What follows belongs to an exercise in optimizing a design on an open flow for small area, a short achievable clock period and few clock cycles; a production flow would make more cautious choices. Where RTL was checked, it was by simulation tests only, not by an equivalence proof against the original. For runs 1 and 2, only the layout was checked, not whether the RTL still works.

$ cat flow/design.v
module B2BCD_IP (
    input  [5:0] bin,
    output reg [7:0] bcd
);
always @(*) begin
    case (bin)
        6'd0: bcd = 8'h00;
        6'd1: bcd = 8'h01;
        6'd2: bcd = 8'h02;
        6'd3: bcd = 8'h03;
        6'd4: bcd = 8'h04;
        6'd5: bcd = 8'h05;
        6'd6: bcd = 8'h06;
        6'd7: bcd = 8'h07;
        6'd8: bcd = 8'h08;
        6'd9: bcd = 8'h09;
        6'd10: bcd = 8'h10;
        6'd11: bcd = 8'h11;
        6'd12: bcd = 8'h12;
        6'd13: bcd = 8'h13;
        6'd14: bcd = 8'h14;
        6'd15: bcd = 8'h15;
        6'd16: bcd = 8'h16;
        6'd17: bcd = 8'h17;
        6'd18: bcd = 8'h18;
        6'd19: bcd = 8'h19;
        6'd20: bcd = 8'h20;
        6'd21: bcd = 8'h21;
        6'd22: bcd = 8'h22;
        6'd23: bcd = 8'h23;
        6'd24: bcd = 8'h24;
        6'd25: bcd = 8'h25;
        6'd26: bcd = 8'h26;
        6'd27: bcd = 8'h27;
        6'd28: bcd = 8'h28;
        6'd29: bcd = 8'h29;
        6'd30: bcd = 8'h30;
        6'd31: bcd = 8'h31;
        6'd32: bcd = 8'h32;
        6'd33: bcd = 8'h33;
        6'd34: bcd = 8'h34;
        6'd35: bcd = 8'h35;
        6'd36: bcd = 8'h36;
        6'd37: bcd = 8'h37;
        6'd38: bcd = 8'h38;
        6'd39: bcd = 8'h39;
        6'd40: bcd = 8'h40;
        6'd41: bcd = 8'h41;
        6'd42: bcd = 8'h42;
        6'd43: bcd = 8'h43;
        6'd44: bcd = 8'h44;
        6'd45: bcd = 8'h45;
        6'd46: bcd = 8'h46;
        6'd47: bcd = 8'h47;
        6'd48: bcd = 8'h48;
        6'd49: bcd = 8'h49;
        6'd50: bcd = 8'h50;
        6'd51: bcd = 8'h51;
        6'd52: bcd = 8'h52;
        6'd53: bcd = 8'h53;
        6'd54: bcd = 8'h54;
        6'd55: bcd = 8'h55;
        6'd56: bcd = 8'h56;
        6'd57: bcd = 8'h57;
        6'd58: bcd = 8'h58;
        6'd59: bcd = 8'h59;
        6'd60: bcd = 8'h60;
        6'd61: bcd = 8'h61;
        6'd62: bcd = 8'h62;
        6'd63: bcd = 8'h63;
    endcase
end
endmodule
module YEAR_LUT (
    input  [4:0] y4,
    output reg [3:0] t,
    output reg [2:0] u
);
always @(*) begin
    case (y4)
        5'd0: begin t = 4'd7; u = 3'd0; end
        5'd1: begin t = 4'd7; u = 3'd2; end
        5'd2: begin t = 4'd7; u = 3'd4; end
        5'd3: begin t = 4'd8; u = 3'd1; end
        5'd4: begin t = 4'd8; u = 3'd3; end
        5'd5: begin t = 4'd9; u = 3'd0; end
        5'd6: begin t = 4'd9; u = 3'd2; end
        5'd7: begin t = 4'd9; u = 3'd4; end
        5'd8: begin t = 4'd0; u = 3'd1; end
        5'd9: begin t = 4'd0; u = 3'd3; end
        5'd10: begin t = 4'd1; u = 3'd0; end
        5'd11: begin t = 4'd1; u = 3'd2; end
        5'd12: begin t = 4'd1; u = 3'd4; end
        5'd13: begin t = 4'd2; u = 3'd1; end
        5'd14: begin t = 4'd2; u = 3'd3; end
        5'd15: begin t = 4'd3; u = 3'd0; end
        5'd16: begin t = 4'd3; u = 3'd2; end
        5'd17: begin t = 4'd3; u = 3'd4; end
        default: begin t = y4[3:0]; u = y4[2:0]; end
    endcase
end
endmodule
module UT_TOP (
    clk, rst_n, in_valid, in_time,
    out_valid, out_display, out_day
);
input clk, rst_n, in_valid;
input [30:0] in_time;
output reg out_valid;
output reg [3:0] out_display;
output reg [2:0] out_day;
reg [4:0] cnt;
wire idle = (cnt == 5'd0);
reg [9:0]  R1;     
reg [7:0]  T;      
reg [15:0] S;      
reg [6:0]  LO;     
reg [1:0]  QD;     
reg [2:0]  W;      
reg        gt, lt; 
reg [10:0] R2;
reg [4:0]  Y;      
reg [1:0]  YO;     
wire [1:0] HH = S[1:0];
wire [3:0] MO = S[5:2];
wire [4:0] DY = S[10:6];
wire [11:0] x1 = {R1, S[15:14]};
wire        c1a = (x1 >= 12'd675), c1b = (x1 >= 12'd1350), c1c = (x1 >= 12'd2025);
wire [1:0]  q1 = c1c ? 2'd3 : c1b ? 2'd2 : c1a ? 2'd1 : 2'd0;
wire [11:0] r1n = c1c ? x1 - 12'd2025 : c1b ? x1 - 12'd1350 : c1a ? x1 - 12'd675 : x1;
wire [12:0] x2 = {R2, QD};
wire        c2a = (x2 >= 13'd1461), c2b = (x2 >= 13'd2922), c2c = (x2 >= 13'd4383);
wire [1:0]  q2 = c2c ? 2'd3 : c2b ? 2'd2 : c2a ? 2'd1 : 2'd0;
wire [12:0] r2n = c2c ? x2 - 13'd4383 : c2b ? x2 - 13'd2922 : c2a ? x2 - 13'd1461 : x2;
reg [2:0] wn;
always @(*) begin
    case ({W, q1})
        5'd0: wn = 3'd0;   5'd1: wn = 3'd1;   5'd2: wn = 3'd2;   5'd3: wn = 3'd3;
        5'd4: wn = 3'd4;   5'd5: wn = 3'd5;   5'd6: wn = 3'd6;   5'd7: wn = 3'd0;
        5'd8: wn = 3'd1;   5'd9: wn = 3'd2;   5'd10: wn = 3'd3;  5'd11: wn = 3'd4;
        5'd12: wn = 3'd5;  5'd13: wn = 3'd6;  5'd14: wn = 3'd0;  5'd15: wn = 3'd1;
        5'd16: wn = 3'd2;  5'd17: wn = 3'd3;  5'd18: wn = 3'd4;  5'd19: wn = 3'd5;
        5'd20: wn = 3'd6;  5'd21: wn = 3'd0;  5'd22: wn = 3'd1;  5'd23: wn = 3'd2;
        5'd24: wn = 3'd3;  5'd25: wn = 3'd4;  5'd26: wn = 3'd5;  5'd27: wn = 3'd6;
        5'd28: wn = 3'd0;  5'd29: wn = 3'd1;  5'd30: wn = 3'd2;  default: wn = 3'd3;
    endcase
end
reg [1:0] gdig;
always @(*) begin
    case (cnt[3:0])
        4'd2, 4'd3, 4'd4: gdig = 2'd2;
        4'd5: gdig = 2'd3;
        4'd7: gdig = 2'd3;
        4'd8: gdig = 2'd1;
        default: gdig = 2'd0;
    endcase
end
wire GEnow = gt | (~lt & c1a);
wire GE = gt | ~lt;
wire        ch1 = (R1 >= 10'd225), ch2 = (R1 >= 10'd450);
wire [1:0]  hh = ch2 ? 2'd2 : ch1 ? 2'd1 : 2'd0;
wire [9:0]  r1h = ch2 ? R1 - 10'd450 : ch1 ? R1 - 10'd225 : R1;
wire [8:0]  xh = {T, LO[6]};
wire        bh = (xh >= 9'd225);
wire [8:0]  rh = bh ? xh - 9'd225 : xh;
wire [7:0]  RH = T;
wire        cm1 = (RH >= 8'd60), cm2 = (RH >= 8'd120), cm3 = (RH >= 8'd180);
wire [1:0]  mq = cm3 ? 2'd3 : cm2 ? 2'd2 : cm1 ? 2'd1 : 2'd0;
wire [7:0]  rmq = cm3 ? RH - 8'd180 : cm2 ? RH - 8'd120 : cm1 ? RH - 8'd60 : RH;
wire [6:0]  xm = {T[5:0], LO[6]};
wire        bm = (xm >= 7'd60);
wire [6:0]  rm = bm ? xm - 7'd60 : xm;
wire [8:0] doy  = R2[10:2];
wire       leap = (YO == 2'd2);
wire T1  = (doy >= 9'd31);
wire T2  = leap ? (doy >= 9'd60)  : (doy >= 9'd59);
wire T3  = leap ? (doy >= 9'd91)  : (doy >= 9'd90);
wire T4  = leap ? (doy >= 9'd121) : (doy >= 9'd120);
wire T5  = leap ? (doy >= 9'd152) : (doy >= 9'd151);
wire T6  = leap ? (doy >= 9'd182) : (doy >= 9'd181);
wire T7  = leap ? (doy >= 9'd213) : (doy >= 9'd212);
wire T8  = leap ? (doy >= 9'd244) : (doy >= 9'd243);
wire T9  = leap ? (doy >= 9'd274) : (doy >= 9'd273);
wire T10 = leap ? (doy >= 9'd305) : (doy >= 9'd304);
wire T11 = leap ? (doy >= 9'd335) : (doy >= 9'd334);
wire [3:0] mcalc;
assign mcalc[3] = T8;
assign mcalc[2] = T4 & ~T8;
assign mcalc[1] = (T2 & ~T4) | (T6 & ~T8) | T10;
assign mcalc[0] = (T1 & ~T2) | (T3 & ~T4) | (T5 & ~T6) | (T7 & ~T8) | (T9 & ~T10) | T11;
reg [4:0] mst;
always @(*) begin
    case ({leap, MO})
        5'd0:  mst = 5'd31;  5'd1:  mst = 5'd30;  5'd2:  mst = 5'd26;  5'd3:  mst = 5'd25;
        5'd4:  mst = 5'd23;  5'd5:  mst = 5'd22;  5'd6:  mst = 5'd20;  5'd7:  mst = 5'd19;
        5'd8:  mst = 5'd18;  5'd9:  mst = 5'd16;  5'd10: mst = 5'd15;  5'd11: mst = 5'd13;
        5'd16: mst = 5'd31;  5'd17: mst = 5'd30;  5'd18: mst = 5'd27;  5'd19: mst = 5'd26;
        5'd20: mst = 5'd24;  5'd21: mst = 5'd23;  5'd22: mst = 5'd21;  5'd23: mst = 5'd20;
        5'd24: mst = 5'd19;  5'd25: mst = 5'd17;  5'd26: mst = 5'd16;  5'd27: mst = 5'd14;
        default: mst = 5'd0;
    endcase
end
wire [4:0] dcalc = DY - mst;
reg [3:0] mun;
always @(*) begin
    case (MO)
        4'd0: mun = 4'd1;  4'd1: mun = 4'd2;  4'd2: mun = 4'd3;  4'd3: mun = 4'd4;
        4'd4: mun = 4'd5;  4'd5: mun = 4'd6;  4'd6: mun = 4'd7;  4'd7: mun = 4'd8;
        4'd8: mun = 4'd9;  4'd9: mun = 4'd0;  4'd10: mun = 4'd1; 4'd11: mun = 4'd2;
        default: mun = MO;    
    endcase
end
wire [3:0] yt;
wire [2:0] yu;
YEAR_LUT u_year (.y4(Y), .t(yt), .u(yu));
wire [1:0] yo = (cnt == 5'd10) ? q2 : YO;
wire       ycarry = (yu == 3'd4) && yo[1];
wire [3:0] ytens = ycarry ? ((yt == 4'd9) ? 4'd0 : yt + 4'd1) : yt;
wire [3:0] yu2 = {yu, 1'b0} + yo;
wire [3:0] yunits = (yu2 >= 4'd10) ? yu2 - 4'd10 : yu2;
reg [5:0] cv;
always @(*) begin
    case (cnt)
        5'd14, 5'd15: cv = {1'b0, DY};
        5'd16, 5'd17: cv = {1'b0, HH, LO[2:0]};
        5'd18, 5'd19: cv = {LO[6:3], T[7:6]};
        default:      cv = T[5:0];
    endcase
end
wire [7:0] cbcd;
B2BCD_IP u_bcd (.bin(cv), .bcd(cbcd));
reg [3:0] dig;
always @(*) begin
    case (cnt)
        5'd8:  dig = GEnow ? 4'd2 : 4'd1;
        5'd9:  dig = GE ? 4'd0 : 4'd9;
        5'd10: dig = ytens;
        5'd11: dig = yunits;
        5'd12: dig = (MO >= 4'd9) ? 4'd1 : 4'd0;
        5'd13: dig = mun;
        5'd14, 5'd16, 5'd18, 5'd20: dig = cbcd[7:4];
        default: dig = cbcd[3:0];
    endcase
end
wire dslot = (cnt >= 5'd8) && (cnt <= 5'd21);
always @(posedge clk or negedge rst_n) begin
    if (!rst_n) begin
        cnt <= 5'd0;
    end else begin
        if (in_valid) cnt <= 5'd1;
        else if (cnt == 5'd22) cnt <= 5'd0;
        else if (!idle) cnt <= cnt + 5'd1;
    end
end
always @(posedge clk) begin
    out_valid <= dslot;
    out_display <= dslot ? dig : 4'd0;
    out_day <= (cnt == 5'd8) ? wn : dslot ? W : 3'd0;
end
always @(posedge clk) begin
    if (idle) begin
        R1 <= {2'b00, in_time[30:23]};
        S  <= in_time[22:7];
        LO <= in_time[6:0];
        QD <= 2'd0;
        W  <= 3'd2;
        gt <= 1'b0;
        lt <= 1'b0;
        R2 <= 11'd0;
    end else begin
        S[15:11] <= S[13:9];
        if (cnt <= 5'd8) S[10:0] <= {S[8:0], 2'b00};
        QD <= (cnt == 5'd9) ? 2'd2 : q1;
        if (cnt <= 5'd8) W <= wn;
        if (!gt && !lt) begin
            gt <= (q1 > gdig);
            lt <= (q1 < gdig);
        end
        R2 <= r2n[10:0];
        if (cnt <= 5'd9) Y <= {Y[2:0], q2};
        if (cnt == 5'd10) YO <= q2;
        R1 <= r1n[9:0];
        if (cnt == 5'd9) begin
            T <= r1h[7:0];
            S[1:0] <= hh;
        end
        if (cnt >= 5'd10 && cnt <= 5'd12) begin
            T <= rh[7:0];
            LO <= {LO[5:0], bh};
        end
        if (cnt == 5'd13) T <= {mq, rmq[5:0]};
        if (cnt >= 5'd14 && cnt <= 5'd17) begin
            T[5:0] <= rm[5:0];
            T[7:6] <= {T[6], bm};
            LO[6:3] <= {LO[5:3], T[7]};
        end
        if (cnt == 5'd11) S[5:2] <= mcalc;
        if (cnt == 5'd11) S[10:6] <= doy[4:0];
        if (cnt == 5'd12) S[10:6] <= dcalc;
    end
end
endmodule
$ cat flow/flow/run.sh
#!/bin/bash
# Standard layout, except:
#  - synthesis maps adders and comparators through ABC (no full/half-adder
#    cell extraction), with a stronger area-oriented ABC script
#    (flow/abc_area.script, used in place of ORFS's abc_area.script);
#  - port buffers are plain buf_1 cells (resized later where timing needs it);
#  - clock tree synthesis adds no dummy loads;
#  - timing repair aims for 2.57 ns paths.
set -euo pipefail
rm -rf scripts_local
cp -r "$FLOW_HOME/scripts" scripts_local
cp flow/abc_area.script scripts_local/abc_area.script
bash standard.sh "SCRIPTS_DIR=$PWD/scripts_local" ADDER_MAP_FILE= SETUP_SLACK_MARGIN=6.43 \
  "BUFFER_PORTS_ARGS=-buffer_cell sky130_fd_sc_hd__buf_1" \
  "CTS_ARGS=-sink_clustering_enable -repair_clock_nets -dont_use_dummy_load" \
  finish > flow_make.log 2>&1
$ cat flow/flow/abc_area.script
strash
&get -n
&fraig -x
&put
scorr
dc2
dc2
strash
dch -f
map {D}
topo
stime -c
buffer -c
upsize -c
dnsize -c
$ cat flow/standard.sh
#!/bin/bash
# synth_recipe.tcl (not shown) runs the flow's synth.tcl, then flattens the netlist and writes it again
# the make line also repeats each setting of config.mk as NAME=value (left out here)
make -C /OpenROAD-flow-scripts/flow DESIGN_CONFIG=/design/flow/config.mk WORK_HOME=/design/flow/orfs CLKGATE_MAP_FILE= SYNTH_SCRIPT=/design/flow/synth_recipe.tcl "${@:-finish}"
$ cat flow/config.mk
export PLATFORM = sky130hd
export DESIGN_NAME = UT_TOP
export DESIGN_NICKNAME = UT_TOP
export VERILOG_FILES = /design/flow/design.v
export SDC_FILE = /design/flow/constraint.sdc
export NUM_CORES = 4
export LEC_CHECK = 0
export ABC_AREA = 1
export ABC_CLOCK_PERIOD_IN_PS = 1500
export CAP_MARGIN = 20
export CORE_MARGIN = 2
export CORE_UTILIZATION = 60
export SETUP_SLACK_MARGIN = 5
export SLEW_MARGIN = 20
$ cat flow/constraint.sdc
create_clock -name core_clock -period 9.0 [get_ports {clk}]
set_input_delay 1.8000 -clock core_clock [delete_from_list [all_inputs] [get_ports {clk}]]
set_output_delay 1.8000 -clock core_clock [all_outputs]
set_load 0.01 [all_outputs]
==> qor.yml, run 1 <==
cts:
  cts-root-buf: "clkbuf_16"
  cts_made_buffers: 9
  cts_tree: "done"
  clk_path_buf_depth: 2
  holdBufCountCts: 0
  clkSlewWorstSetupHoldPaths_ns: 0.05
  clock-sinks: 79
  cts_htree_levels: 3
  clock_latency_ns: 0.35
flow_run:
  max_cap_viol_count: 0
hold_path:
  holdCritPathClass: "reg -> reg"
yosys:
  syn_area_per_cell_um2: 6.48
  yosysUniqueCellTypes: 68
  syn_area_um2: 6770
  async_reset_ff_share_pct: 6.33
  ys_dominant_reg_cell: "dfxtp_1"
  synth_edf_count: 33
  syn-num-nets: 1079
  synthCells: 1045
  synth-seq-cells: 79
  yosys_warnings: 3
  ys_seq_area_share_pct: 28.6
die:
  dieHeight_um: 110
  core_um2: 10900
  io_pins: 42
  die_x_um: 110
  initial_core_util_pct: 61.9
  die-area_um2: 12100
  fp-row-count: 38
global_route:
  grt.total_usage_pct: 33.6
  grt_antenna_before_repair: 0
  grt_remaining_overflow: 0
  grt_pass1_wl_um: 31700
  grt_max_degree: 30
  grt_pass1_vias: 6503
sta:
  period_share_pct: 28.7
  timing_hold_violations_final: 0
  final-setup-viol-count: 0
  rsz0062_at_grt: "true"
  period_minus_slack_ns: 2.58
  drv_slew: 0
  slew_headroom_pct: 32.4
  max_freq_ghz: 0.387
  tns_ns: 0
  fin_skew_ns: 0.00794
  tightestPinTransition_ns: 1.01
route:
  route.detailed.drc: 0
  wl_met1_um: 8740
  drt_iter0_drc: 964
  met2_length_um: 9040
  highest_layer: "met4"
  post_drt_wl_per_cell_um: 17.0
  post_drt_via_cell_ratio: 6.40
  dr.pass1.iters: 6
  dr_wl_met3_um: 2160
  totalWireLength_um: 20600
  antenna_left: 0
  vias: 7750
finish:
  final_cell_area_um2: 7360
  antenna_cells: 0
  nFillCells: 1030
  synthToLayoutAreaGrowth_pct: 8.72
  drive_gt1_share_pct: 8.79
  num-nets-final: 1106
critical_path:
  end_kind: "output port"
  r2r_slack_ns: 6.57
  crit_buf_inv: 1
  crit_type: "reg -> out"
  cp-start-kind: "flip-flop"
  crit_chain: "buf_6"
  crit_fanout: 1
  crit_slowest_cell: "dfxtp_2"
  crit_required_ns: 7.20
  max_stage_delay_ns: 0.33
  path_delay_family: "flip-flops"
  critPathArrivalTime_ns: 0.78
placed_design:
  place_area_um2: 6970
  portBuffers: 41
  place_congestion: 0.986
  post-dp-hpwl_um: 14900
run_status:
  status: "timing/DRC/antenna clean"
area by class of cell:
type | instances | area, um^2 | share of cell area (%)
timing repair buffer | 45 | 219 | 2.97
clock buffer | 9 | 225 | 3.06
sequential | 79 | 1940 | 26.4
inverter | 120 | 458 | 6.22
multi-input combinational | 817 | 4340 | 59.0
tap | 140 | 175 | 2.38
worst paths after layout:
check	cells past startpoint	endpoint	from
max in group asynchronous	1	cnt[0]$_DFFE_PN0P_	rst_n
worst min register to register	2	S[15]$_DFF_P_	S[13]$_DFF_P_
worst max-delay path	1	out_day[0]	out_day[0]$_DFF_P_
worst max register to register	7	T[3]$_DFFE_PP_	R1[5]$_DFF_P_
min in group asynchronous	1	cnt[1]$_DFFE_PN0P_	rst_n
worst min-delay path	2	S[15]$_DFF_P_	S[13]$_DFF_P_
routing by layer:
layer / up-vias / GRT usage [%]
met4: 0 / 14.0
met1: 3499 / 46.7
li1: 3755 / -
met3: 49 / 6.35
met5: - / 0
met2: 447 / 51.4
state kept, by name (all words and copies together) (netlist names):
signal / flops
S: 16
LO: 7
lt: 1
R1: 10
out_day: 3
YO: 2
W: 3
out_valid: 1
out_display: 4
gt: 1
R2: 11
Y: 5
cnt: 5
QD: 2
T: 8
repair_timing:
item                       CTS  global route
resized for setup           12            28
buffers inserted             1             0
setup endpoints to repair   51            48
pin swaps                    1             0
cloned                       2             0
stage by stage:
step                      utilization (%)  hold slack [ns]  cells  setup slack (ns)
final                                67.3            0.416   1210              6.42
after global routing                 67.3            0.428   1210              6.41
after CTS                            66.2            0.418   1210              6.41
after detailed placement             63.8            0.405   1198              5.83
after global placement               63.8            0.404   1198              5.90
after floorplan                         -            0.396   1045              6.71
synth_stat cells, types with 5 or more instances:
master	n	share of area, %
nor3_1	21	1.6
clkbuf_1	12	0.67
nand3_2	5	0.74
nand4_1	29	2.7
o211ai_1	15	1.7
inv_1	109	6.0
o21ai_1	9	0.67
nand2_1	226	13
nor2_1	110	6.1
edfxtp_1	33	15
a22oi_1	5	0.55
o21ai_0	90	6.7
o221ai_1	8	1.0
buf_2	15	1.1
o31ai_1	7	0.78
a21oi_1	100	7.4
dfrtp_1	5	1.8
a31oi_1	20	1.8
nand3_1	77	5.7
dfxtp_1	41	12
o22ai_1	13	1.2
inv_2	8	0.44
layout by cell type, fill, tap and decap left out, types with 5 or more instances in the layout:
master / instances
dfrtp_1: 5
dfxtp_1: 37
nor3_1: 18
o21ai_1: 10
o22ai_1: 13
nand2_1: 224
o21ai_0: 89
buf_1: 33
nor2_2: 9
inv_1: 107
o221ai_1: 7
a22oi_1: 5
a21oi_1: 99
a31oi_1: 20
nand3_1: 77
o31ai_1: 6
o211ai_1: 15
nor2_1: 104
edfxtp_1: 33
inv_2: 9
clkbuf_16: 9
nand4_1: 29
nor2_4: 5
cells by family after synthesis:
kind of cell	synth area share (%)
AOI/OAI and AO/OA	29.4
xor gates and xnor gates	0.776
buffers and inverters	8.98
DFF	28.6
and+or+nand+nor	32.2
worst register-to-register path: cells and delay by family (launching register included):
kind	cells	cell delay [ns]
AOI/OAI and AO/OA	5	1.12
buffers and inverters	1	0.24
DFF	1	0.53
and+or+nand+nor	1	0.27
==> inputs of run 2 (changes only) <==
--- a/flow/flow/run.sh
+++ b/flow/flow/run.sh
@@ -13,4 +13,4 @@
 bash standard.sh "SCRIPTS_DIR=$PWD/scripts_local" ADDER_MAP_FILE= SETUP_SLACK_MARGIN=6.43 \
   "BUFFER_PORTS_ARGS=-buffer_cell sky130_fd_sc_hd__buf_1" \
-  "CTS_ARGS=-sink_clustering_enable -repair_clock_nets -dont_use_dummy_load" \
+  "CTS_ARGS=-sink_clustering_enable -repair_clock_nets -dont_use_dummy_load -buf_list sky130_fd_sc_hd__clkbuf_8" \
   finish > flow_make.log 2>&1
==> run 2 against run 1 <==
  * Still clean
  * Non-clock buffer count did not move
  * Via count barely moved
  * Design area fell by 1.5%
  * Worst hold slack improved by 0.0050 ns
  * Maximum frequency fell by 1.0%
  * First-iteration DRC count fell by 6.4%
  * Critical endpoint unchanged
==> qor.yml, run 2 <==
run_status:
  status: "timing/DRC/antenna clean"  # unchanged
cts:
  cts-root-buf: "clkbuf_8"  # was clkbuf_16
  clock-sinks: 79  # unchanged
  clock_latency_ns: 0.37  # was 0.35 ns
  clk_path_buf_depth: 2  # unchanged
  cts_htree_levels: 3  # unchanged
  cts_made_buffers: 9  # unchanged
  holdBufCountCts: 0  # unchanged
  cts_tree: "done"  # unchanged
  clkSlewWorstSetupHoldPaths_ns: 0.07  # was 0.05 ns
sta:
  period_minus_slack_ns: 2.61  # was 2.58 ns
  period_share_pct: 29.0  # was 28.7%
  tns_ns: 0  # unchanged
  max_freq_ghz: 0.383  # was 0.387 GHz
  rsz0062_at_grt: "true"  # unchanged
  drv_slew: 0  # unchanged
  final-setup-viol-count: 0  # unchanged
  timing_hold_violations_final: 0  # unchanged
  tightestPinTransition_ns: 1.02  # was 1.01 ns
  holdWs_ns: 0.421  # was 0.416 ns
  fin_ws_ns: 6.39  # was 6.42 ns
  slew_headroom_pct: 31.7  # was 32.4%
  fin_skew_ns: 0.0120  # was 0.00794 ns
critical_path:
  crit_fanout: 1  # unchanged
  r2r_slack_ns: 6.57  # about the same
  crit_type: "reg -> out"  # unchanged
  crit_slowest_cell: "dfxtp_2"  # unchanged
  crit_buf_inv: 1  # unchanged
  crit_chain: "buf_6"  # unchanged
  end_kind: "output port"  # unchanged
  reg2regPathDepth: 7  # unchanged
  max_stage_delay_ns: 0.33  # about the same
  cp-start-kind: "flip-flop"  # unchanged
  crit_cells: 1  # unchanged
  critPathArrivalTime_ns: 0.81  # was 0.78 ns
  path_delay_family: "flip-flops"  # unchanged
  crit_required_ns: 7.20  # about the same
placed_design:
  post-dp-hpwl_um: 14900  # unchanged
  place_ws_ns: 5.83  # unchanged
  portBuffers: 41  # unchanged
  place_congestion: 0.986  # unchanged
finish:
  drive_gt1_share_pct: 8.79  # unchanged
  num-nets-final: 1106  # unchanged
  top_register: "S"  # unchanged
  layout_commonest_cell: "nand2_1"  # unchanged
  reg_top3: "S: 16 flops, R2: 11 flops, R1: 10 flops"  # unchanged
  largest_reg_flops: 16  # unchanged
  synthToLayoutAreaGrowth_pct: 7.08  # was 8.72%
  antenna_cells: 0  # unchanged
  nFillCells: 1052  # was 1030
  mostFrequentLayoutCells: "nand2_1, inv_1, nor2_1"  # unchanged
die:
  die-area_um2: 12100  # unchanged
  dieHeight_um: 110  # unchanged
  die_x_um: 110  # unchanged
  initial_core_util_pct: 61.9  # unchanged
  core_um2: 10900  # unchanged
  fp-row-count: 38  # unchanged
  io_pins: 42  # unchanged
yosys:
  synth_edf_count: 33  # unchanged
  yosysUniqueCellTypes: 68  # unchanged
  synthCells: 1045  # unchanged
  yosys_warnings: 3  # unchanged
  synth_area_leaders: "edfxtp_1, nand2_1, dfxtp_1"  # unchanged
  netlist_top_cells_count: "nand2_1, nor2_1, inv_1"  # unchanged
  synth-seq-cells: 79  # unchanged
  synth_top_area_share_pct: 14.6  # unchanged
  syn_area_um2: 6770  # unchanged
  yosys.area.top_type: "edfxtp_1"  # unchanged
  async_reset_ff_share_pct: 6.33  # unchanged
  ys_seq_area_share_pct: 28.6  # unchanged
  syn-num-nets: 1079  # unchanged
  synth_most_common_cell: "nand2_1"  # unchanged
  ys_dominant_reg_cell: "dfxtp_1"  # unchanged
  syn_area_per_cell_um2: 6.48  # unchanged
hold_path:
  hold_depth: 2  # unchanged
  holdCritPathClass: "reg -> reg"  # unchanged
global_route:
  grt_antenna_before_repair: 0  # unchanged
  grt_max_degree: 30  # unchanged
  grt_pass1_wl_um: 31600  # was 31700 um
  grt.total_usage_pct: 33.4  # was 33.6%
  grt_remaining_overflow: 0  # unchanged
  grt_pass1_vias: 6456  # was 6503
route:
  post_drt_wl_per_cell_um: 17.0  # about the same
  antenna_left: 0  # unchanged
  vias: 7748  # was 7750
  dr.pass1.iters: 7  # was 6
  drt_iter0_drc: 902  # was 964
  post_drt_via_cell_ratio: 6.40  # about the same
  totalWireLength_um: 20500  # was 20600 um
  route.detailed.drc: 0  # unchanged
flow_run:
  max_cap_viol_count: 0  # unchanged
-- run 2: cell families after synthesis --
| kind of cell | count (synthesis) | share of synthesized area (%) |
|---|---|---|
| buffers and inverters | 151 | 8.98 |
| DFF | 79 | 28.6 |
| AOI/OAI and AO/OA | 318 | 29.4 |
| and+or+nand+nor | 491 | 32.2 |
| xor gates and xnor gates | 6 | 0.776 |
-- run 2: layout make-up --
class	count	area (um^2)	area share, %
multi-input combinational	817	4330	59.7
sequential	79	1940	26.8
inverter	120	458	6.32
timing repair buffer	45	219	3.02
tap	140	175	2.42
clock buffer	9	124	1.71
-- run 2: per-stage QoR --
stage / std cells / cell area (um^2) / util (%)
6_report: 1210 / 7250 / 66.3
5_1_grt: 1210 / 7250 / 66.3
4_1_cts: 1210 / 7140 / 65.3
3_5_place_dp: 1198 / 6970 / 63.8
3_3_place_gp: 1198 / 6970 / 63.8
2_1_floorplan: 1045 / 6770 / -
-- run 2: final timing paths --
path                                     from            endpoint
max                        out_day[0]$_DFF_P_          out_day[0]
min                             S[13]$_DFF_P_       S[15]$_DFF_P_
max reg2reg                     R1[5]$_DFF_P_      T[3]$_DFFE_PP_
min reg2reg                     S[13]$_DFF_P_       S[15]$_DFF_P_
max in group asynchronous               rst_n  cnt[3]$_DFFE_PN0P_
min in group asynchronous               rst_n  cnt[1]$_DFFE_PN0P_
-- run 2: layer usage --
metal | up-vias | wire length, um | track usage (%) | part of all wire, %
li1 | 3749 | - | - | -
met3 | 49 | 2000 | 6.88 | 9.7
met1 | 3521 | 9000 | 46.7 | 44
met2 | 429 | 8940 | 51.3 | 44
met5 | - | 0 | 0 | 0
met4 | 0 | 580 | 11.4 | 2.8
-- run 2: timing repair --
action / 4_1_cts / 5_1_grt
gates resized for setup: 12 / 27
pin swaps: 1 / 0
setup buffers: 1 / 0
setup endpoints to repair: 51 / 47
cloned: 2 / 0
==> inputs of run 3 (changes only) <==
--- a/flow/design.v
+++ b/flow/design.v
@@ -253,8 +253,14 @@
     end
 end
-always @(posedge clk) begin
-    out_valid <= dslot;
-    out_display <= dslot ? dig : 4'd0;
-    out_day <= (cnt == 5'd8) ? wn : dslot ? W : 3'd0;
+always @(posedge clk or negedge rst_n) begin
+    if (!rst_n) begin
+        out_valid <= 1'b0;
+        out_display <= 4'd0;
+        out_day <= 3'd0;
+    end else begin
+        out_valid <= dslot;
+        out_display <= dslot ? dig : 4'd0;
+        out_day <= (cnt == 5'd8) ? wn : dslot ? W : 3'd0;
+    end
 end
 always @(posedge clk) begin
--- a/flow/flow/run.sh
+++ b/flow/flow/run.sh
@@ -13,4 +13,4 @@
 bash standard.sh "SCRIPTS_DIR=$PWD/scripts_local" ADDER_MAP_FILE= SETUP_SLACK_MARGIN=6.43 \
   "BUFFER_PORTS_ARGS=-buffer_cell sky130_fd_sc_hd__buf_1" \
-  "CTS_ARGS=-sink_clustering_enable -repair_clock_nets -dont_use_dummy_load -buf_list sky130_fd_sc_hd__clkbuf_8" \
+  "CTS_ARGS=-sink_clustering_enable -repair_clock_nets -dont_use_dummy_load" \
   finish > flow_make.log 2>&1
==> run 3 against run 2 <==
  * Still clean
  * Setup slack got worse by 0.068 ns
  * Die area increased by 1.7%
  * First-iteration DRC count rose by 16%
  * Sequential share of layout area is 0.069 points lower
  * Worst hold slack improved by 0.00073 ns
  * Clock-buffer cell count unchanged
  * Register-to-register slack barely moved
  * Critical path depth unchanged
  * Design area is 2.3% higher
==> qor.yml, run 3 <==
cts:
  cts_htree_levels: 3  # unchanged
  clock-sinks: 79  # unchanged
  cts_made_buffers: 9  # unchanged
  clkSlewWorstSetupHoldPaths_ns: 0.06  # was 0.07 ns
  holdBufCountCts: 0  # unchanged
  cts_tree: "done"  # unchanged
  clk_path_buf_depth: 2  # unchanged
  clock_latency_ns: 0.35  # was 0.37 ns
  cts-root-buf: "clkbuf_16"  # was clkbuf_8
placed_design:
  portBuffers: 41  # unchanged
  place_congestion: 0.985  # was 0.986
  post-dp-hpwl_um: 15000  # was 14900 um
yosys:
  synth_most_common_cell: "nand2_1"  # unchanged
  synth_top_area_share_pct: 14.4  # was 14.6%
  ys_seq_area_share_pct: 28.7  # was 28.6%
  syn_area_per_cell_um2: 6.70  # was 6.48 um^2
  synth_edf_count: 33  # unchanged
  synth-seq-cells: 79  # unchanged
  yosys_warnings: 3  # unchanged
  synthCells: 1028  # was 1045
  async_reset_ff_share_pct: 16.5  # was 6.33%
  syn-num-nets: 1062  # was 1079
  yosysUniqueCellTypes: 72  # was 68
  ys_dominant_reg_cell: "edfxtp_1"  # was dfxtp_1
  yosys.area.top_type: "edfxtp_1"  # unchanged
  netlist_top_cells_count: "nand2_1, inv_1, nand3_1, nor2_1, a21oi_1"  # was nand2_1, nor2_1, inv_1
  synth_area_leaders: "edfxtp_1, nand2_1, dfxtp_1"  # unchanged
  syn_area_um2: 6890  # was 6770 um^2
sta:
  fin_skew_ns: 0.0102  # was 0.0120 ns
  final-setup-viol-count: 0  # unchanged
  drv_slew: 0  # unchanged
  tightestPinTransition_ns: 0.953  # was 1.02 ns
  slew_headroom_pct: 36.1  # was 31.7%
  rsz0062_at_grt: "true"  # unchanged
  period_minus_slack_ns: 2.68  # was 2.61 ns
  max_freq_ghz: 0.374  # was 0.383 GHz
  timing_hold_violations_final: 0  # unchanged
  tns_ns: 0  # unchanged
  period_share_pct: 29.7  # was 29.0%
die:
  dieHeight_um: 111  # was 110 um
  initial_core_util_pct: 60.9  # was 61.9%
  die_x_um: 111  # was 110 um
  fp-row-count: 39  # was 38
  core_um2: 11300  # was 10900 um^2
  io_pins: 42  # unchanged
  die-area_um2: 12400  # was 12100 um^2
route:
  antenna_left: 0  # unchanged
  dr.pass1.iters: 6  # was 7
  vias: 7653  # was 7748
  post_drt_wl_per_cell_um: 16.9  # was 17.0 um
  route.detailed.drc: 0  # unchanged
  totalWireLength_um: 20200  # was 20500 um
  drt_iter0_drc: 1042  # was 902
  post_drt_via_cell_ratio: 6.39  # was 6.40
critical_path:
  crit_chain: "clkbuf_2"  # was buf_6
  cp-start-kind: "flip-flop"  # unchanged
  max_stage_delay_ns: 0.40  # was 0.33 ns
  end_kind: "output port"  # unchanged
  crit_slowest_cell: "dfrtp_1"  # was dfxtp_2
  r2r_slack_ns: 6.57  # about the same
  crit_buf_inv: 1  # unchanged
  crit_required_ns: 7.20  # about the same
  crit_type: "reg -> out"  # unchanged
  critPathArrivalTime_ns: 0.88  # was 0.81 ns
  path_delay_family: "flip-flops"  # unchanged
  crit_fanout: 1  # unchanged
hold_path:
  holdCritPathClass: "reg -> reg"  # unchanged
finish:
  synthToLayoutAreaGrowth_pct: 7.61  # was 7.08%
  largest_reg_flops: 16  # unchanged
  mostFrequentLayoutCells: "nand2_1, inv_1, nand3_1"  # was nand2_1, inv_1, nor2_1
  nFillCells: 1049  # was 1052
  top_register: "S"  # unchanged
  num-nets-final: 1090  # was 1106
  reg_top3: "S: 16 flops, R2: 11 flops, R1: 10 flops"  # unchanged
  antenna_cells: 0  # unchanged
  drive_gt1_share_pct: 10.2  # was 8.79%
  layout_commonest_cell: "nand2_1"  # unchanged
global_route:
  grt_max_degree: 46  # was 30
  grt_remaining_overflow: 0  # unchanged
  grt.total_usage_pct: 32.1  # was 33.4%
  grt_pass1_wl_um: 32500  # was 31600 um
  grt_pass1_vias: 6573  # was 6456
  grt_antenna_before_repair: 0  # unchanged
flow_run:
  max_cap_viol_count: 0  # unchanged
run_status:
  status: "timing/DRC/antenna clean"  # unchanged
==> run 3: cell types whose count changed in the layout (fill, tap and decap cells not counted), moves of 8 or more <==
| cell | change |
|---|---|
| a21oi_1 | -16 |
| clkbuf_16 | +9 |
| clkbuf_8 | -9 |
| inv_1 | -9 |
| nand3_1 | +13 |
| nor2_1 | -16 |
| o21ai_0 | -8 |
| a31oi_1 | +11 |
| nand4_1 | -9 |
| nand2_1 | -8 |
==> run 3: cell families (layout without fill, tap and decap cells) <==
family	count (synthesis)	count (layout)	share of synthesized area, %
flops	79	79	28.7
xor+xnor	6	6	0.763
compound gates	307	307	28.2
simple gates	489	489	33.4
buf+inv	147	173	8.90
==> run 3: final timing paths <==
kind	endpoint	depth (start not counted)	from
max	out_day[0]	1	out_day[0]$_DFF_PN0_
min reg2reg	S[14]$_DFF_P_	2	S[12]$_DFF_P_
min	S[14]$_DFF_P_	2	S[12]$_DFF_P_
max in group asynchronous	cnt[1]$_DFFE_PN0P_	1	rst_n
min in group asynchronous	cnt[4]$_DFFE_PN0P_	1	rst_n
max reg2reg	S[8]$_DFFE_PP_	8	cnt[2]$_DFFE_PN0P_
==> run 3: metrics by stage <==
step                setup slack [ns]  cells  cell area (um^2)  utilization (%)  hold slack [ns]
CTS                             6.31   1191              7310             64.5            0.426
floorplan                       6.71   1028              6890                -            0.396
finish                          6.32   1197              7410             65.5            0.422
detailed placement              6.31   1180              7050             62.3            0.410
global placement                6.37   1180              7050             62.3            0.408
global route                    6.30   1197              7410             65.5            0.439
==> run 3: what timing repair did <==
action	4_1_cts	5_1_grt
resized for setup	2	21
pin swaps	1	0
endpoints found under the setup margin	21	44
setup buffers	2	6
==> run 3: final cells by class <==
class	count	area (um^2)	share of cell area [%]
repair buffers	51	244	3.29
clock buffers	9	225	3.04
flip-flops and latches	79	1980	26.7
inverters	113	428	5.77
multi-input cells	802	4360	58.8
well taps	143	179	2.41
==> run 3: layer usage <==
metal | GRT usage, % | vias to the layer above | wire length (um) | part of all wire, %
li1 | - | 3705 | - | -
met1 | 46.4 | 3472 | 9030 | 45
met2 | 48.1 | 427 | 8690 | 43
met3 | 7.11 | 49 | 2000 | 9.9
met4 | 9.88 | 0 | 457 | 2.3
met5 | 0 | - | 0 | 0
Testbench counts of run 3, summed over its fixed seeds: cycles 11,768.
==> inputs of run 4 (changes only) <==
--- a/flow/flow/run.sh
+++ b/flow/flow/run.sh
@@ -6,10 +6,10 @@
 #  - port buffers are plain buf_1 cells (resized later where timing needs it);
 #  - clock tree synthesis adds no dummy loads;
-#  - timing repair aims for 2.57 ns paths.
+#  - timing repair aims for 2.67 ns paths.
 set -euo pipefail
 rm -rf scripts_local
 cp -r "$FLOW_HOME/scripts" scripts_local
 cp flow/abc_area.script scripts_local/abc_area.script
-bash standard.sh "SCRIPTS_DIR=$PWD/scripts_local" ADDER_MAP_FILE= SETUP_SLACK_MARGIN=6.43 \
+bash standard.sh "SCRIPTS_DIR=$PWD/scripts_local" ADDER_MAP_FILE= SETUP_SLACK_MARGIN=6.33 \
   "BUFFER_PORTS_ARGS=-buffer_cell sky130_fd_sc_hd__buf_1" \
   "CTS_ARGS=-sink_clustering_enable -repair_clock_nets -dont_use_dummy_load" \
==> run 4 against run 3 <==
  * Highest routed layer unchanged
  * Final cell count decreased by 0.42%
  * Die area unchanged
  * Via count decreased by 0.48%
  * Non-clock buffer count decreased by 5
  * Worst hold slack about the same
  * Still clean
  * Routed wire length decreased by 0.22%
==> qor.yml, run 4 <==
critical_path:
  path_delay_family: "flip-flops"  # unchanged
  crit_required_ns: 7.20  # about the same
  crit_buf_inv: 1  # unchanged
  cp-start-kind: "flip-flop"  # unchanged
  crit_type: "reg -> out"  # unchanged
  end_kind: "output port"  # unchanged
  max_stage_delay_ns: 0.40  # about the same
  crit_chain: "buf_1"  # was clkbuf_2
  crit_slowest_cell: "dfrtp_1"  # unchanged
  critPathArrivalTime_ns: 0.88  # about the same
  crit_fanout: 1  # unchanged
die:
  die_x_um: 111  # unchanged
  dieHeight_um: 111  # unchanged
  fp-row-count: 39  # unchanged
  die-area_um2: 12400  # unchanged
  core_um2: 11300  # unchanged
  initial_core_util_pct: 60.9  # unchanged
  io_pins: 42  # unchanged
cts:
  cts_made_buffers: 9  # unchanged
  cts_tree: "done"  # unchanged
  clock_latency_ns: 0.35  # about the same
  cts-root-buf: "clkbuf_16"  # unchanged
  clock-sinks: 79  # unchanged
  clk_path_buf_depth: 2  # unchanged
  cts_htree_levels: 3  # unchanged
  clkSlewWorstSetupHoldPaths_ns: 0.06  # about the same
sta:
  tns_ns: 0  # unchanged
  max_freq_ghz: 0.373  # was 0.374 GHz
  slew_headroom_pct: 35.9  # was 36.1%
  drv_slew: 0  # unchanged
  period_share_pct: 29.8  # was 29.7%
  fin_skew_ns: 0.0108  # was 0.0102 ns
  period_minus_slack_ns: 2.68  # about the same
  timing_hold_violations_final: 0  # unchanged
  rsz0062_at_grt: "true"  # unchanged
  tightestPinTransition_ns: 0.955  # was 0.953 ns
  final-setup-viol-count: 0  # unchanged
route:
  dr.pass1.iters: 6  # unchanged
  antenna_left: 0  # unchanged
  route.detailed.drc: 0  # unchanged
  vias: 7616  # was 7653
  post_drt_wl_per_cell_um: 16.9  # about the same
  post_drt_via_cell_ratio: 6.39  # about the same
  drt_iter0_drc: 999  # was 1042
  totalWireLength_um: 20100  # was 20200 um
global_route:
  grtUsageMet2_pct: 48.0  # was 48.1%
  grt.total_usage_pct: 32.1  # unchanged
  grt_pass1_vias: 6556  # was 6573
  grt_pass1_wl_um: 32500  # about the same
  gr-max-usage-layer: "met2"  # unchanged
  grt_use_met1_pct: 46.6  # was 46.4%
  grt_max_degree: 46  # unchanged
  use_met3_pct: 7.22  # was 7.11%
  grt_remaining_overflow: 0  # unchanged
  grt_antenna_before_repair: 0  # unchanged
yosys:
  synth_area_leaders: "edfxtp_1, nand2_1, dfxtp_1"  # unchanged
  netlist_top_cells_count: "nand2_1, inv_1, nand3_1, nor2_1, a21oi_1"  # unchanged
  syn_area_um2: 6890  # unchanged
  async_reset_ff_share_pct: 16.5  # unchanged
  yosysUniqueCellTypes: 72  # unchanged
  synthCells: 1028  # unchanged
  ys_seq_area_share_pct: 28.7  # unchanged
  yosys_warnings: 3  # unchanged
  syn_area_per_cell_um2: 6.70  # unchanged
  synth_edf_count: 33  # unchanged
  synth_most_common_cell: "nand2_1"  # unchanged
  ys_dominant_reg_cell: "edfxtp_1"  # unchanged
  syn-num-nets: 1062  # unchanged
  synth_top_area_share_pct: 14.4  # unchanged
  yosys.area.top_type: "edfxtp_1"  # unchanged
  synth-seq-cells: 79  # unchanged
finish:
  mostFrequentLayoutCells: "nand2_1, inv_1, nand3_1"  # unchanged
  final_cell_area_um2: 7330  # was 7410 um^2
  largest_reg_flops: 16  # unchanged
  drive_gt1_share_pct: 8.58  # was 10.2%
  num-nets-final: 1085  # was 1090
  layout_commonest_cell: "nand2_1"  # unchanged
  top_register: "S"  # unchanged
  antenna_cells: 0  # unchanged
  reg_top3: "S: 16 flops, R2: 11 flops, R1: 10 flops"  # unchanged
  synthToLayoutAreaGrowth_pct: 6.45  # was 7.61%
placed_design:
  place_area_um2: 7050  # unchanged
  post-dp-hpwl_um: 15000  # unchanged
  place_congestion: 0.985  # unchanged
  portBuffers: 41  # unchanged
flow_run:
  max_cap_viol_count: 0  # unchanged
hold_path:
  holdCritPathClass: "reg -> reg"  # unchanged
run_status:
  status: "timing/DRC/antenna clean"  # unchanged
run 4: cell counts after synthesis:
No cell type changed its count.
run 4: cells by family (layout without fill, tap and decap cells):
| family | Yosys count | count (layout) | share of synthesized area, % |
|---|---|---|---|
| and+or+nand+nor | 489 | 489 | 33.4 |
| AOI/OAI and AO/OA | 307 | 307 | 28.2 |
| buffers and inverters | 147 | 168 | 8.90 |
| xor gates and xnor gates | 6 | 6 | 0.763 |
| DFF | 79 | 79 | 28.7 |
run 4: final timing paths:
| check | start | to | slack (ns) | cells after the start |
|---|---|---|---|---|
| max reg2reg | cnt[2]$_DFFE_PN0P_ | S[8]$_DFFE_PP_ | 6.45 | 8 |
| min | S[12]$_DFF_P_ | S[14]$_DFF_P_ | 0.42 | 2 |
| max | out_day[1]$_DFF_PN0_ | out_day[1] | 6.32 | 1 |
| min in group asynchronous | rst_n | out_day[0]$_DFF_PN0_ | 1.51 | 1 |
| min reg2reg | S[12]$_DFF_P_ | S[14]$_DFF_P_ | 0.42 | 2 |
| max in group asynchronous | rst_n | cnt[1]$_DFFE_PN0P_ | 6.94 | 1 |
run 4: cell type report:
cell class / instances / area, um^2
multi-input combinational: 802 / 4330
fill: 1048 / 3990
sequential: 79 / 1980
inverter: 113 / 424
clock buffer: 9 / 225
timing repair buffer: 46 / 198
tap: 143 / 179
run 4: repair_timing:
item / in CTS / in global routing
setup buffers: 0 / 3
pin swaps: 0 / 1
gates resized for setup: 1 / 9
hold buffers: 0 / 0
setup endpoints to repair: 9 / 37
run 4: layer usage:
| layer | vias up | part of all wire (%) |
|---|---|---|
| met2 | 416 | 43 |
| met4 | 0 | 2.1 |
| met5 | - | 0 |
| met1 | 3455 | 45 |
| met3 | 48 | 10 |
| li1 | 3697 | - |
run 4: per-stage QoR:
stage	hold WS [ns]	setup slack, ns	std cells	util, %
2_1_floorplan	0.396	6.71	1028	-
3_3_place_gp	0.408	6.37	1180	62.3
3_5_place_dp	0.410	6.31	1180	62.3
4_1_cts	0.426	6.31	1189	64.4
5_1_grt	0.439	6.30	1192	64.8
6_report	0.422	6.32	1192	64.8
==> inputs of run 5 (changes only) <==
--- a/flow/design.v
+++ b/flow/design.v
@@ -122,5 +122,4 @@
 reg [4:0]  Y;      
 reg [1:0]  YO;     
-wire [1:0] HH = S[1:0];
 wire [3:0] MO = S[5:2];
 wire [4:0] DY = S[10:6];
@@ -158,17 +157,11 @@
 wire GEnow = gt | (~lt & c1a);
 wire GE = gt | ~lt;
-wire        ch1 = (R1 >= 10'd225), ch2 = (R1 >= 10'd450);
-wire [1:0]  hh = ch2 ? 2'd2 : ch1 ? 2'd1 : 2'd0;
-wire [9:0]  r1h = ch2 ? R1 - 10'd450 : ch1 ? R1 - 10'd225 : R1;
-wire [8:0]  xh = {T, LO[6]};
+wire [4:0]  HQ = {S[1:0], LO[6:4]};
+wire [8:0]  xh = (cnt == 5'd9) ? R1[9:1] : {T, HQ[4]};
 wire        bh = (xh >= 9'd225);
 wire [8:0]  rh = bh ? xh - 9'd225 : xh;
-wire [7:0]  RH = T;
-wire        cm1 = (RH >= 8'd60), cm2 = (RH >= 8'd120), cm3 = (RH >= 8'd180);
-wire [1:0]  mq = cm3 ? 2'd3 : cm2 ? 2'd2 : cm1 ? 2'd1 : 2'd0;
-wire [7:0]  rmq = cm3 ? RH - 8'd180 : cm2 ? RH - 8'd120 : cm1 ? RH - 8'd60 : RH;
-wire [6:0]  xm = {T[5:0], LO[6]};
-wire        bm = (xm >= 7'd60);
-wire [6:0]  rm = bm ? xm - 7'd60 : xm;
+wire        cma = (T >= 8'd60), cmb = (T >= 8'd120), cmc = (T >= 8'd180);
+wire [1:0]  qm = cmc ? 2'd3 : cmb ? 2'd2 : cma ? 2'd1 : 2'd0;
+wire [7:0]  rm = cmc ? T - 8'd180 : cmb ? T - 8'd120 : cma ? T - 8'd60 : T;
 wire [8:0] doy  = R2[10:2];
 wire       leap = (YO == 2'd2);
@@ -223,7 +216,7 @@
     case (cnt)
         5'd14, 5'd15: cv = {1'b0, DY};
-        5'd16, 5'd17: cv = {1'b0, HH, LO[2:0]};
-        5'd18, 5'd19: cv = {LO[6:3], T[7:6]};
-        default:      cv = T[5:0];
+        5'd16, 5'd17: cv = {1'b0, HQ};
+        5'd18, 5'd19: cv = {T[1:0], LO[3:0]};
+        default:      cv = T[7:2];
     endcase
 end
@@ -288,16 +281,14 @@
         R1 <= r1n[9:0];
         if (cnt == 5'd9) begin
-            T <= r1h[7:0];
-            S[1:0] <= hh;
+            T <= rh[7:0];
+            {S[1:0], LO[6:4]} <= {R1[0], LO[6:4], bh};
         end
-        if (cnt >= 5'd10 && cnt <= 5'd12) begin
+        if (cnt >= 5'd10 && cnt <= 5'd13) begin
             T <= rh[7:0];
-            LO <= {LO[5:0], bh};
+            {S[1:0], LO[6:4]} <= {HQ[3:0], bh};
         end
-        if (cnt == 5'd13) T <= {mq, rmq[5:0]};
-        if (cnt >= 5'd14 && cnt <= 5'd17) begin
-            T[5:0] <= rm[5:0];
-            T[7:6] <= {T[6], bm};
-            LO[6:3] <= {LO[5:3], T[7]};
+        if (cnt >= 5'd14 && cnt <= 5'd16) begin
+            T <= {rm[5:0], LO[3:2]};
+            LO[3:0] <= {LO[1:0], qm};
         end
         if (cnt == 5'd11) S[5:2] <= mcalc;
==> run 5 against run 4 <==
  * Still clean
  * Setup slack gained 0.015 ns
  * Maximum frequency grew 0.55%
  * Non-clock buffer count shrank 3
  * Utilization shrank 0.072 points
  * Critical path type unchanged
  * Highest routed layer unchanged
==> qor.yml, run 5 <==
run_status:
  status: "timing/DRC/antenna clean"  # unchanged
yosys:
  netlist_top_cells_count: "nand2_1, nor2_1, o21ai_0"  # was nand2_1, inv_1, nand3_1, nor2_1, a21oi_1
  synth_area_leaders: "edfxtp_1, nand2_1, dfxtp_1"  # unchanged
  synth-seq-cells: 79  # unchanged
  synth_edf_count: 33  # unchanged
  syn_area_um2: 6670  # was 6890 um^2
  yosys_warnings: 3  # unchanged
  syn-num-nets: 1027  # was 1062
  synth_top_area_share_pct: 14.8  # was 14.4%
  ys_seq_area_share_pct: 29.6  # was 28.7%
  synthCells: 993  # was 1028
  synth_most_common_cell: "nand2_1"  # unchanged
  yosys.area.top_type: "edfxtp_1"  # unchanged
  yosysUniqueCellTypes: 74  # was 72
  async_reset_ff_share_pct: 16.5  # unchanged
  syn_area_per_cell_um2: 6.72  # was 6.70 um^2
  ys_dominant_reg_cell: "edfxtp_1"  # unchanged
critical_path:
  crit_required_ns: 7.20  # about the same
  crit_buf_inv: 1  # unchanged
  crit_type: "reg -> out"  # unchanged
  max_stage_delay_ns: 0.38  # was 0.40 ns
  crit_cells: 1  # unchanged
  crit_fanout: 1  # unchanged
  cp-start-kind: "flip-flop"  # unchanged
  path_delay_family: "flip-flops"  # unchanged
  critPathArrivalTime_ns: 0.86  # was 0.88 ns
  end_kind: "output port"  # unchanged
  reg2regPathDepth: 8  # unchanged
  crit_chain: "buf_1"  # unchanged
  crit_slowest_cell: "dfrtp_1"  # unchanged
global_route:
  grt.total_usage_pct: 32.0  # was 32.1%
  grt_pass1_wl_um: 29900  # was 32500 um
  grt_antenna_before_repair: 0  # unchanged
  grt_remaining_overflow: 0  # unchanged
  grt_max_degree: 42  # was 46
  grt_pass1_vias: 6193  # was 6556
route:
  drt_iter0_drc: 909  # was 999
  post_drt_via_cell_ratio: 6.17  # was 6.39
  vias: 7125  # was 7616
  totalWireLength_um: 18600  # was 20100 um
  antenna_left: 0  # unchanged
  post_drt_wl_per_cell_um: 16.1  # was 16.9 um
  route.detailed.drc: 0  # unchanged
  dr.pass1.iters: 6  # unchanged
hold_path:
  hold_depth: 2  # unchanged
  holdCritPathClass: "reg -> reg"  # unchanged
sta:
  rsz0062_at_grt: "true"  # unchanged
  fin_skew_ns: 0.0155  # was 0.0108 ns
  tightestPinTransition_ns: 0.860  # was 0.955 ns
  period_minus_slack_ns: 2.66  # was 2.68 ns
  drv_slew: 0  # unchanged
  timing_hold_violations_final: 0  # unchanged
  tns_ns: 0  # unchanged
  final-setup-viol-count: 0  # unchanged
  max_freq_ghz: 0.375  # was 0.373 GHz
  fin_ws_ns: 6.34  # was 6.32 ns
  period_share_pct: 29.6  # was 29.8%
  slew_headroom_pct: 42.3  # was 35.9%
placed_design:
  post-dp-hpwl_um: 14200  # was 15000 um
  place_ws_ns: 6.43  # was 6.31 ns
  place_area_um2: 6860  # was 7050 um^2
  place_congestion: 0.950  # was 0.985
  portBuffers: 41  # unchanged
cts:
  clkSlewWorstSetupHoldPaths_ns: 0.08  # was 0.06 ns
  clk_path_buf_depth: 2  # unchanged
  clock-sinks: 79  # unchanged
  ctsResizeCount: 0  # was 1
  cts_tree: "done"  # unchanged
  holdBufCountCts: 0  # unchanged
  cts_htree_levels: 3  # unchanged
  cts-root-buf: "clkbuf_8"  # was clkbuf_16
  cts_setup_buffers: 0  # unchanged
  cts_made_buffers: 9  # unchanged
  clock_latency_ns: 0.37  # was 0.35 ns
finish:
  largest_reg_flops: 16  # unchanged
  antenna_cells: 0  # unchanged
  num-nets-final: 1050  # was 1085
  mostFrequentLayoutCells: "nand2_1, nor2_1, o21ai_0"  # was nand2_1, inv_1, nand3_1
  layout_commonest_cell: "nand2_1"  # unchanged
  reg_top3: "S: 16 flops, R2: 11 flops, R1: 10 flops"  # unchanged
  top_register: "S"  # unchanged
  drive_gt1_share_pct: 8.19  # was 8.58%
  final_cell_area_um2: 7010  # was 7330 um^2
  synthToLayoutAreaGrowth_pct: 5.10  # was 6.45%
die:
  die-area_um2: 12000  # was 12400 um^2
  io_pins: 42  # unchanged
  fp-row-count: 38  # was 39
  core_um2: 10800  # was 11300 um^2
  initial_core_util_pct: 61.6  # was 60.9%
  die_x_um: 109  # was 111 um
  dieHeight_um: 109  # was 111 um
flow_run:
  max_cap_viol_count: 0  # unchanged
run 5: cell count changes after synthesis, moves of 5 or more:
cell | previous run | this run
a21oi_1 | 83 | 76
a31oi_1 | 31 | 26
inv_1 | 99 | 92
nand2_1 | 218 | 207
nand3_1 | 90 | 71
nand4_1 | 20 | 28
nor2_1 | 90 | 100
o211ai_1 | 12 | 18
o21a_1 | 7 | 1
o21ai_0 | 81 | 93
run 5: final timing paths:
kind                                       from                    to  slack, ns
hold / removal                    S[13]$_DFF_P_         S[15]$_DFF_P_       0.44
setup / recovery           out_day[0]$_DFF_PN0_            out_day[0]       6.34
setup reg to reg             cnt[1]$_DFFE_PN0P_       S[10]$_DFFE_PP_       6.49
max in group asynchronous                 rst_n    cnt[4]$_DFFE_PN0P_       6.97
min in group asynchronous                 rst_n  out_day[0]$_DFF_PN0_       1.49
hold reg to reg                   S[13]$_DFF_P_         S[15]$_DFF_P_       0.44
run 5: cells by family after synthesis:
family	Yosys count	synth area share, %
and+or+nand+nor	465	31.8
DFF	79	29.6
AOI/OAI and AO/OA	304	29.1
buffers and inverters	137	8.44
xor gates and xnor gates	8	1.05
run 5: worst reg2reg max path, stage by stage, from the launching register on:
cell and delay (ns):
dfrtp_1 0.53, nor2_1 0.33, nand2_1 0.18, nor2_1 0.39
inv_1 0.22, nand2_1 0.13, inv_1 0.08, a221oi_1 0.31
a21oi_1 0.11
run 5: area by class of cell:
type	instances	area, um^2
multi-input cells	777	4160
fillers	1010	3830
flip-flops and latches	79	1980
inverters	106	400
repair buffers	43	175
well taps	140	175
clock buffers	9	124
run 5: per-stage QoR:
stage	hold WS [ns]	instances	utilization [%]
2_1_floorplan	0.396	993	-
3_3_place_gp	0.424	1145	63.3
3_5_place_dp	0.423	1145	63.3
4_1_cts	0.443	1154	64.4
5_1_grt	0.483	1154	64.7
6_report	0.436	1154	64.7
run 5: routing by layer:
layer  wire length [um]  up-vias  track usage (%)
li1                   -     3573                -
met1               8160     3194             43.3
met2               8760      323             52.4
met3               1260       35             3.85
met4                442        0             12.0
met5                  0        -                0
Testbench counts of run 5, summed over its fixed seeds: cycles 11,768.
==> inputs of run 6 (changes only) <==
--- a/flow/design.v
+++ b/flow/design.v
@@ -119,5 +119,5 @@
 reg [2:0]  W;      
 reg        gt, lt; 
-reg [10:0] R2;
+reg [10:0] R2;     
 reg [4:0]  Y;      
 reg [1:0]  YO;     
@@ -241,5 +241,5 @@
         cnt <= 5'd0;
     end else begin
-        if (in_valid) cnt <= 5'd1;
+        if (in_valid && idle) cnt <= 5'd1;
         else if (cnt == 5'd22) cnt <= 5'd0;
         else if (!idle) cnt <= cnt + 5'd1;
==> flow/flow/abc_area.script (replaced) <==
strash
&get -n
&fraig -x
&put
scorr
dc2
strash
dch -f
map {D}
topo
stime -c
buffer -c
upsize -c
dnsize -c
==> run 6 against run 5 <==
  * Largest cell class unchanged
  * Critical path type unchanged
  * Sequential cell count stayed put
  * Sequential share of layout area hardly changed
  * Final cell count is 0.69% higher
  * Critical endpoint is now out_day[1]
==> qor.yml, run 6 <==
yosys:
  syn_area_per_cell_um2: 6.63  # was 6.72 um^2
  synthCells: 1006  # was 993
  syn_area_um2: 6670  # unchanged
  synth_area_leaders: "edfxtp_1, nand2_1, dfxtp_1"  # unchanged
  synth_top_area_share_pct: 14.8  # unchanged
  synth-seq-cells: 79  # unchanged
  yosysUniqueCellTypes: 69  # was 74
  netlist_top_cells_count: "nand2_1, nor2_1, inv_1"  # was nand2_1, nor2_1, o21ai_0
  yosys.area.top_type: "edfxtp_1"  # unchanged
  async_reset_ff_share_pct: 16.5  # unchanged
  ys_seq_area_share_pct: 29.6  # unchanged
  synth_edf_count: 33  # unchanged
  syn-num-nets: 1040  # was 1027
  synth_most_common_cell: "nand2_1"  # unchanged
  ys_dominant_reg_cell: "edfxtp_1"  # unchanged
  yosys_warnings: 3  # unchanged
critical_path:
  crit_buf_inv: 1  # unchanged
  crit_fanout: 1  # unchanged
  crit_type: "reg -> out"  # unchanged
  path_delay_family: "flip-flops"  # unchanged
  cp-start-kind: "flip-flop"  # unchanged
  crit_slowest_cell: "dfrtp_1"  # unchanged
  crit_required_ns: 7.20  # about the same
  crit_start: "out_day[1]$_DFF_PN0_"  # was out_day[0]$_DFF_PN0_
  end_kind: "output port"  # unchanged
  crit_chain: "buf_1"  # unchanged
  r2r_start: "cnt[2]$_DFFE_PN0P_"  # was cnt[1]$_DFFE_PN0P_
  critPathArrivalTime_ns: 0.90  # was 0.86 ns
  max_stage_delay_ns: 0.38  # about the same
finish:
  mostFrequentLayoutCells: "nand2_1, nor2_1, inv_1, o21ai_0, nand3_1"  # was nand2_1, nor2_1, o21ai_0
  largest_reg_flops: 16  # unchanged
  seq_area_um2: 1980  # about the same
  antenna_cells: 0  # unchanged
  drive_gt1_share_pct: 8.22  # was 8.19%
  synthToLayoutAreaGrowth_pct: 5.10  # unchanged
  num-nets-final: 1058  # was 1050
  stdcell_count: 1162  # was 1154
  reg_top3: "S: 16 flops, R2: 11 flops, R1: 10 flops"  # unchanged
  nFillCells: 1082  # was 1010
  layout_commonest_cell: "nand2_1"  # unchanged
  post-route-util_pct: 64.7  # unchanged
  top_register: "S"  # unchanged
  multi_input_area_um2: 4170  # was 4160 um^2
cts:
  cts_htree_levels: 3  # unchanged
  clk_path_buf_depth: 2  # unchanged
  cts_setup_buffers: 0  # unchanged
  clkSlewWorstSetupHoldPaths_ns: 0.09  # was 0.08 ns
  cts_made_buffers: 9  # unchanged
  holdBufCountCts: 0  # unchanged
  clock-sinks: 79  # unchanged
  cts-root-buf: "clkbuf_8"  # unchanged
  cts_tree: "done"  # unchanged
  clock_latency_ns: 0.39  # was 0.37 ns
sta:
  period_minus_slack_ns: 2.70  # was 2.66 ns
  slew_headroom_pct: 41.0  # was 42.3%
  final-setup-viol-count: 0  # unchanged
  rsz0062_at_grt: "true"  # unchanged
  tightestPinTransition_ns: 0.878  # was 0.860 ns
  fin_skew_ns: 0.0163  # was 0.0155 ns
  fin_ws_ns: 6.30  # was 6.34 ns
  timing_hold_violations_final: 0  # unchanged
  drv_slew: 0  # unchanged
  period_share_pct: 30.0  # was 29.6%
  tns_ns: 0  # unchanged
  max_freq_ghz: 0.371  # was 0.375 GHz
global_route:
  grt_pass1_vias: 6322  # was 6193
  grt_antenna_before_repair: 0  # unchanged
  grt_pass1_wl_um: 30800  # was 29900 um
  grt.total_usage_pct: 32.5  # was 32.0%
  grt_max_degree: 38  # was 42
  grt_remaining_overflow: 0  # unchanged
flow_run:
  max_cap_viol_count: 0  # unchanged
die:
  core_um2: 10800  # unchanged
  die_x_um: 109  # unchanged
  io_pins: 42  # unchanged
  fp-row-count: 38  # unchanged
  die-area_um2: 12000  # unchanged
  initial_core_util_pct: 61.6  # unchanged
  dieHeight_um: 109  # unchanged
hold_path:
  holdCritPathClass: "reg -> reg"  # unchanged
  min_from: "S[11]$_DFF_P_"  # was S[13]$_DFF_P_
route:
  totalWireLength_um: 19300  # was 18600 um
  post_drt_wl_per_cell_um: 16.6  # was 16.1 um
  antenna_left: 0  # unchanged
  post_drt_via_cell_ratio: 6.38  # was 6.17
  vias: 7417  # was 7125
  dr.pass1.iters: 7  # was 6
  drt_iter0_drc: 861  # was 909
  route.detailed.drc: 0  # unchanged
placed_design:
  place_ws_ns: 6.22  # was 6.43 ns
  place_congestion: 1.01  # was 0.950
  placed_cells: 1153  # was 1145
  portBuffers: 41  # unchanged
  post-dp-hpwl_um: 14300  # was 14200 um
run_status:
  status: "timing/DRC/antenna clean"  # unchanged
-- run 6: cell count changes in the layout (fill, tap and decap cells not counted), sizes merged, moves of 3 or more --
cell	change
and3	-3
inv	-6
nor4	+4
nor2	+9
o211ai	-3
nand3	+7
nor3	+6
a22oi	+4
o21ai	+5
a221oi	-5
a21oi	-7
xor2	-3
-- run 6: per-layer routing --
| layer | track usage, % | part of all wire [%] |
|---|---|---|
| met1 | 48.1 | 46 |
| met2 | 48.2 | 43 |
| met3 | 4.92 | 8.2 |
| met4 | 11.5 | 2.5 |
| met5 | 0 | 0 |
-- run 6: area by class of cell --
| type | instances | share of cell area [%] |
|---|---|---|
| multi-input combinational | 789 | 59.5 |
| timing repair buffer | 43 | 2.53 |
| sequential | 79 | 28.2 |
| tap | 140 | 2.50 |
| inverter | 102 | 5.51 |
| clock buffer | 9 | 1.77 |
-- run 6: cells by family after synthesis --
group                  count (synthesis)  synth area share [%]
AND/OR/NAND/NOR                      485                  32.9
AO/OA/AOI/OAI                        300                  28.5
buffers and inverters                138                  8.46
flip-flops                            79                  29.6
XOR/XNOR                               4                 0.525
-- run 6: through the flow --
step,area [um^2],hold slack [ns]
after floorplan,6670,0.396
after global placement,6840,0.412
after detailed placement,6840,0.414
after CTS,6970,0.434
after global routing,7010,0.453
final,7010,0.426
-- run 6: path summary, 6_finish.rpt --
check | depth (start not counted) | endpoint | slack, ns
max | 1 | out_day[1] | 6.30
min | 2 | S[13]$_DFF_P_ | 0.43
max reg2reg | 5 | T[4]$_DFFE_PP_ | 6.51
min reg2reg | 2 | S[13]$_DFF_P_ | 0.43
max in group asynchronous | 1 | out_day[0]$_DFF_PN0_ | 6.98
min in group asynchronous | 1 | out_day[1]$_DFF_PN0_ | 1.49
-- run 6: what timing repair did --
action                                  CTS  global route
pin swaps                                 0             0
gates resized for setup                   2            17
endpoints found under the setup margin    8            26
Testbench counts of run 6, summed over its fixed seeds: cycles 11,768.

afterwards: timing with drivers on the ports:
Ports are ideal in the flow. The routed layouts listed here were re-timed in OpenROAD.
Step 1: set_driving_cell puts a clkbuf_16 on clk and a buf_2 on each other input, an assumption about the parent block.
Step 2 times the ports against the registers' clock, not the clock port: input delays grow and output delays shrink by t, the midpoint of the rising clock arrivals with the driver on.
a / b / c = no drivers / after step 1 / after step 2; a / b = the first two.
run | t, ns | setup slack, ns | latest minus earliest clock arrival (ns)
run 1 | 0.384 | 6.417 / 6.376 / 6.482 | 0.008 / 0.008
run 2 | 0.399 | 6.391 / 6.358 / 6.494 | 0.012 / 0.012
run 3 | 0.389 | 6.323 / 6.277 / 6.462 | 0.010 / 0.010
run 4 | 0.387 | 6.322 / 6.277 / 6.442 | 0.011 / 0.010
run 5 | 0.398 | 6.336 / 6.299 / 6.488 | 0.016 / 0.015
run 6 | 0.413 | 6.303 / 6.267 / 6.512 | 0.016 / 0.016
After both steps setup and hold are still met in every run listed.
